Background: an optimization exercise with open tools, aiming at small area, a short achievable clock period and few clock cycles per item. Do not read the settings as production practice. Only simulation tests tie the RTL to the original design; equivalence was not proved. Power and IR drop assume default switching activity.

==> design/flow/design.v <==
module add2N #(
    parameter N = 32
)(
    input  wire [2*N-1:0] a,
    input  wire [2*N-1:0] b,
    output wire [2*N-1:0] y
);
    assign y = a + b;
endmodule
module down_counter #(
    parameter W = 6  
)(
    input  wire clk,
    input  wire rst,
    input  wire load,
    input  wire dec,
    input  wire [W-1:0] init_val,
    output wire is_zero,
    output reg  [W-1:0] value
);
    assign is_zero = (value == 0);
    always @(posedge clk) begin
        if (rst) begin
            value <= 0;
        end else if (load) begin
            value <= init_val;
        end else if (dec) begin
            value <= value - 1;
        end
    end
endmodule
module mul_control (
    input  wire clk,
    input  wire rst,
    input  wire start,
    input  wire cnt_zero,
    input  wire lsb_is_one,
    output reg  ld_operands,
    output reg  clr_product,
    output reg  add_enable,
    output reg  shift_enable,
    output reg  cnt_load,
    output reg  cnt_dec,
    output reg  sel_add_src,  
    output reg  busy,
    output reg  done
);
    localparam [1:0] 
        IDLE = 2'b00,
        LOAD = 2'b01,
        RUN  = 2'b10,
        DONE = 2'b11;
    reg [1:0] state, next_state;
    always @(posedge clk) begin
        if (rst) 
            state <= IDLE;
        else 
            state <= next_state;
    end
    always @* begin
        next_state = state;
        case (state)
            IDLE: begin
                if (start && !busy) next_state = LOAD;
                else        next_state = IDLE;
            end
            LOAD: begin
                next_state = RUN;
            end
            RUN: begin
                if (cnt_zero) next_state = DONE;
                else          next_state = RUN;
            end
            DONE: begin
                next_state = IDLE;
            end
            default: next_state = IDLE;
        endcase
    end
    always @* begin
        ld_operands  = 0;
        clr_product  = 0;
        add_enable   = 0;
        shift_enable = 0;
        cnt_load     = 0;
        cnt_dec      = 0;
        sel_add_src  = 0;  
        done         = 0;
        busy         = 1;  
        case (state)
            IDLE: begin
                busy = 0;  
            end
            LOAD: begin
                ld_operands = 1;
                clr_product = 1;
                cnt_load    = 1;
            end
            RUN: begin
                if (lsb_is_one) begin
                    add_enable = 1;
                end
                shift_enable = 1;
                cnt_dec      = 1;
            end
            DONE: begin
                done = 1;
                busy = 0;
            end
        endcase
    end
endmodule
module mul_datapath #(
    parameter N = 32
)(
    input  wire clk,
    input  wire rst,
    input  wire ld_operands,
    input  wire clr_product,
    input  wire add_enable,
    input  wire shift_enable,
    input  wire cnt_load,
    input  wire cnt_dec,
    input  wire sel_add_src,  
    output wire cnt_zero,
    output wire lsb_is_one,
    input  wire [N-1:0] multiplicand_in,
    input  wire [N-1:0] multiplier_in,
    output wire [2*N-1:0] product_out
);
    reg [2*N-1:0] mcand_reg;  
    reg [N-1:0]   mplier_reg;  
    reg [2*N-1:0] prod_reg;    
    wire [2*N-1:0] sum_result;
    wire [5:0]     cnt_value;  
    assign product_out = prod_reg;
    assign lsb_is_one  = mplier_reg[0];
    add2N #(.N(N)) adder_inst (
        .a(prod_reg),
        .b(mcand_reg),
        .y(sum_result)
    );
    down_counter #(.W(6)) counter_inst (
        .clk(clk),
        .rst(rst),
        .load(cnt_load),
        .dec(cnt_dec),
        .init_val(6'd32),  
        .is_zero(cnt_zero),
        .value(cnt_value)
    );
    always @(posedge clk) begin
        if (rst) begin
            mcand_reg  <= 0;
            mplier_reg <= 0;
            prod_reg   <= 0;
        end else begin
            if (ld_operands) begin
                mcand_reg  <= { {N{1'b0}}, multiplicand_in };  
                mplier_reg <= multiplier_in;
            end
            if (clr_product) begin
                prod_reg <= 0;
            end
            if (add_enable) begin
                prod_reg <= sum_result; 
            end
            if (shift_enable) begin
                mcand_reg  <= mcand_reg << 1;
                mplier_reg <= mplier_reg >> 1;
            end
        end
    end
endmodule
module seq_multiplier #(
    parameter N = 32
)(
    input  wire clk,
    input  wire rst,
    input  wire start,
    input  wire [N-1:0] multiplicand,
    input  wire [N-1:0] multiplier,
    output wire [2*N-1:0] product,
    output wire busy,
    output wire done
);
    wire ld_operands;
    wire clr_product;
    wire add_enable;
    wire shift_enable;
    wire cnt_load;
    wire cnt_dec;
    wire sel_add_src;  
    wire cnt_zero;
    wire lsb_is_one;
    mul_control ctrl_inst (
        .clk(clk),
        .rst(rst),
        .start(start),
        .cnt_zero(cnt_zero),
        .lsb_is_one(lsb_is_one),
        .ld_operands(ld_operands),
        .clr_product(clr_product),
        .add_enable(add_enable),
        .shift_enable(shift_enable),
        .cnt_load(cnt_load),
        .cnt_dec(cnt_dec),
        .sel_add_src(sel_add_src),
        .busy(busy),
        .done(done)
    );
    mul_datapath #(.N(N)) dp_inst (
        .clk(clk),
        .rst(rst),
        .ld_operands(ld_operands),
        .clr_product(clr_product),
        .add_enable(add_enable),
        .shift_enable(shift_enable),
        .cnt_load(cnt_load),
        .cnt_dec(cnt_dec),
        .sel_add_src(sel_add_src),
        .cnt_zero(cnt_zero),
        .lsb_is_one(lsb_is_one),
        .multiplicand_in(multiplicand),
        .multiplier_in(multiplier),
        .product_out(product)
    );
endmodule
==> design/flow/run.sh <==
#!/bin/bash
# synth_recipe.tcl (not shown) runs the flow's synth.tcl, then flattens the netlist and writes it again
# the make line also repeats each setting of config.mk as NAME=value (left out here)
make -C /OpenROAD-flow-scripts/flow DESIGN_CONFIG=/design/flow/config.mk WORK_HOME=/design/flow/orfs CLKGATE_MAP_FILE= SYNTH_SCRIPT=/design/flow/synth_recipe.tcl finish
==> design/flow/config.mk <==
export PLATFORM = sky130hd
export DESIGN_NAME = seq_multiplier
export DESIGN_NICKNAME = seq_multiplier
export VERILOG_FILES = /design/flow/design.v
export SDC_FILE = /design/flow/constraint.sdc
export NUM_CORES = 4
export LEC_CHECK = 0
export CAP_MARGIN = 20
export CORE_MARGIN = 2
export CORE_UTILIZATION = 40
export SLEW_MARGIN = 20
==> design/flow/constraint.sdc <==
create_clock -name core_clock -period 4.5 [get_ports {clk}]
set_input_delay 0.9000 -clock core_clock [delete_from_list [all_inputs] [get_ports {clk}]]
set_output_delay 0.9000 -clock core_clock [all_outputs]
set_load 0.01 [all_outputs]
==> notes.md <==
-- worst min-delay path by stage --
stage,to,from,cells past startpoint,slack (ps)
2_1_floorplan,dp_inst.counter_inst.value[5]$_SDFFE_PP0P_,dp_inst.counter_inst.value[5]$_SDFFE_PP0P_,2,450
3_3_place_gp,dp_inst.counter_inst.value[5]$_SDFFE_PP0P_,dp_inst.counter_inst.value[5]$_SDFFE_PP0P_,2,460
3_5_place_dp,dp_inst.counter_inst.value[5]$_SDFFE_PP0P_,dp_inst.counter_inst.value[5]$_SDFFE_PP0P_,2,470
4_1_cts,dp_inst.counter_inst.value[5]$_SDFFE_PP0P_,dp_inst.counter_inst.value[5]$_SDFFE_PP0P_,2,480
5_1_grt,dp_inst.mplier_reg[17]$_SDFFE_PP0P_,dp_inst.mplier_reg[17]$_SDFFE_PP0P_,2,500
6_report,dp_inst.counter_inst.value[5]$_SDFFE_PP0P_,dp_inst.counter_inst.value[5]$_SDFFE_PP0P_,2,480
-- worst max-delay path: stages (launching register included) --
cell	delay, ps
dfxtp_1	360
ha_1	170
inv_1	50
fa_1	370
and2b_1	270
o2111ai_2	150
a211oi_1	470
o21bai_1	170
a2111o_1	480
a21oi_1	220
and2_1	260
a41oi_1	160
xnor2_1	150
a22o_1	190
-- area by class of cell --
cell class	instances	area, sq um
fill	2371	12300
clock inverter	15	165
sequential	168	3360
timing repair buffer	142	1390
tap	324	405
clock buffer	17	425
multi-input combinational	895	6000
inverter	32	120
-- metrics by stage --
step                hold slack [ps]  total power [uW]  setup slack, ps
floorplan                       449              2290             1340
global placement                461              2510             1080
finish                          478              3990              927
detailed placement              473              2520              972
CTS                             483              4030              954
global route                    500              4200              697
-- where the power goes --
group,switching (uW),total (uW),internal [uW]
Combinational,484,778,294
Sequential,82.8,1710,1620
Clock,707,1500,796
Total,1270,3990,2710
-- placed cells by master (no fill, tap or decap), drive strengths merged, types with 5 or more instances in the layout --
master	netlist	layout
inv	32	44
clkdlybuf4s50	0	131
clkbuf	71	17
buf	13	11
or3	7	7
ha	68	68
a22o	33	33
xor2	23	23
a22oi	63	63
a31oi	11	11
nor4	5	5
nor2	105	105
a21o	33	33
a211oi	39	39
and3	6	6
o21a	10	10
xnor2	37	37
nand3	34	34
mux2i	33	33
nor3	6	6
nand4	23	23
nand2	106	106
o31ai	5	5
o21ai	71	71
nor2b	7	7
o21bai	13	13
and2	5	5
a21oi	99	99
dfxtp	168	168
-- routing by layer --
layer / track usage / routed length, microns
met5: 0 / 0
met4: 0.0438 / 343
met3: 0.0462 / 1330
met2: 0.354 / 12400
met1: 0.277 / 12700
-- synthesized netlist by cell type, drive strengths merged (7+ instances only) --
cell type  instances
a211oi            39
nand2            106
a22oi             63
nor2             105
dfxtp            168
or3                7
a21o              33
a31oi             11
inv               32
nand3             34
xnor2             37
o21a              10
nor2b              7
a21oi             99
buf               13
nand4             23
o21ai             71
clkbuf            71
ha                68
a22o              33
xor2              23
o21bai            13
mux2i             33
-- cell families after synthesis --
group,Yosys count
fa+ha+maj,69
mux,33
buf+inv,116
simple gates,319
xor+xnor,60
compound gates,414
flops,168
==> qor.csv <==
stage,metric,value,unit
global_route,grt_use_total,0.210,
finish,antenna_cells,0,
synth,synthArstFlopShare,0,
drt,drtIter0Drc,492,
power,powerDensity,336,nW/um^2
setup_path,cp-startpoint,dp_inst.prod_reg[0]$_SDFFE_PP0P_,
worst_hold_path,hold_path_class,reg -> reg,
drt,postRouteAntennaNets,0,
synth,yosysWarnings,3,
timing,hold_viol,0,
setup_path,arrival,3900,ps
clock_tree,clockRootBuffer,clkbuf_16,
floorplanning,die_y,160,microns
setup_path,rr_startpoint,dp_inst.prod_reg[0]$_SDFFE_PP0P_,
floorplanning,ioPinCount,133,
clock_tree,numCtsBuffers,17,
clock_tree,cts_tree,done,
global_route,grt_pass1_vias,8772,
timing,fmaxAchievable,0.280,GHz
run_status,status,no timing/DRC/antenna violations,
floorplanning,core_area,24200,sq um
setup_path,end_kind,flip-flop,
synth,yosys.area.top_type,dfxtp_1,
setup_path,path_class,reg -> reg,
timing,finClkSkew,15.0,ps
synth,synth-simple-area-share,0.147,
synth,ys.flop_type,dfxtp_1,
placed_design,placed_area,11300,sq um
synth,synth_edf_count,0,
synth,synth_compound_area_frac,0.287,
setup_path,crit_path_end,dp_inst.prod_reg[56]$_SDFFE_PP0P_,
drt,routedWlPerCell,16.8,microns
synth,synthDistinctLibCells,69,
timing,fin_crit_sh,0.794,
global_route,grt_start_max_net_pins,72,
synth,ys_seq_area_frac,0.344,
synth,synth_cells,1179,
floorplanning,dieArea,25700,sq um
timing,fin_crit,3570,ps
setup_path,cp_max_fo,4,
global_route,grt_pass1_wl,44.8,mm
finish,fin_util,0.491,
power,p_leak,0.00462,uW
finish,layout.nets,1392,
timing,drv_slew,0,
synth,synth.net_count,1315,
finish,syn2layout_area_growth,21.4,%
timing,worst_slew_pin_slew,778,ps
synth,syn_area,9780,sq um
clock_tree,clock-sinks,168,
flow_run,drv_cap,0,
drt,first_pass_iters,5,
drt,vias,8936,
placed_design,dp_cells,1561,
synth,syn_area_per_cell,8.30,sq um
timing,slew_headroom,0.480,
timing,rsz0062_at_grt,false,
global_route,overflow,0,
synth,synth.top_cells.by_area,"dfxtp_1, ha_1, a21oi_1, a22oi_1, nand2_1",
timing,setup_tns,0,ps
finish,stdcell_count,1593,
setup_path,reg2reg_slack,930,ps
synth,yosys.area_share.adder,0.0890,
drt,routed_wl,26.7,mm
synth,synth_mux_area_frac,0.0338,
setup_path,startpoint_type,flip-flop,
power,irDropWorstVdd,260,uV
floorplanning,rows,57,
finish,drive_gt1_frac,0.0536,
placed_design,portBuffers,132,
placed_design,routabilityCongestion,0.864,
timing,setup_violations,0,
placed_design,dp_hpwl,18.9,mm
global_route,antenna_found_initial,0,
clock_tree,htreeDepth,4,
clock_tree,path_clk_slew,70,ps
floorplanning,fp.dieW,160,microns
floorplanning,start_util,0.405,
synth,synth-seq-cells,168,
finish,stdcell_area,11900,sq um
clock_tree,hold_buffers,0,
synth,yosysTopAreaCellShare,0.344,
clock_tree,cts_resized,0,
clock_tree,clock_latency,440,ps
setup_path,cp_data_required_time,4830,ps
drt,viasPerCell,5.61,
synth,synth_top_family_by_area,compound AO/OA/AOI/OAI gates,
drt,drc_errors,0,
setup_path,worstReg2RegEnd,dp_inst.prod_reg[56]$_SDFFE_PP0P_,
setup_path,r2r_cells,13,
clock_tree,cts_buffer_depth,2,
synth,synth-xor-area-share,0.0537,
clock_tree,postCtsSetupRepairBufs,0,
Testbench counts, summed over its fixed seeds: cycles 57,600, items 1,600.

re-timing with driven ports:
The results above use ideal ports. As a check the final layout listed here was re-extracted and re-timed, cells and wires unchanged. Step 1: set_driving_cell puts a clkbuf_16 on clk and a buf_2 on each other input, an assumption about the parent block. Step 2 moves the port delays by t, midway between the first and last clock arrival at a register: inputs arrive t later, outputs are due t later. That takes back most of the time a late clock gives input paths. a / b / c = no drivers / after step 1 / after step 2; a / b = the first two.
shift t [ns]: 0.479
slack for setup (ns): 0.927 / 0.927 / 0.927
clock arrival spread, ns: 0.018 / 0.017
pins driven straight from the clock port: 1
After both steps this run still meets setup and hold. The setup slack of this run moves by 0.000 ns with the drivers and by 0.000 ns with both steps.
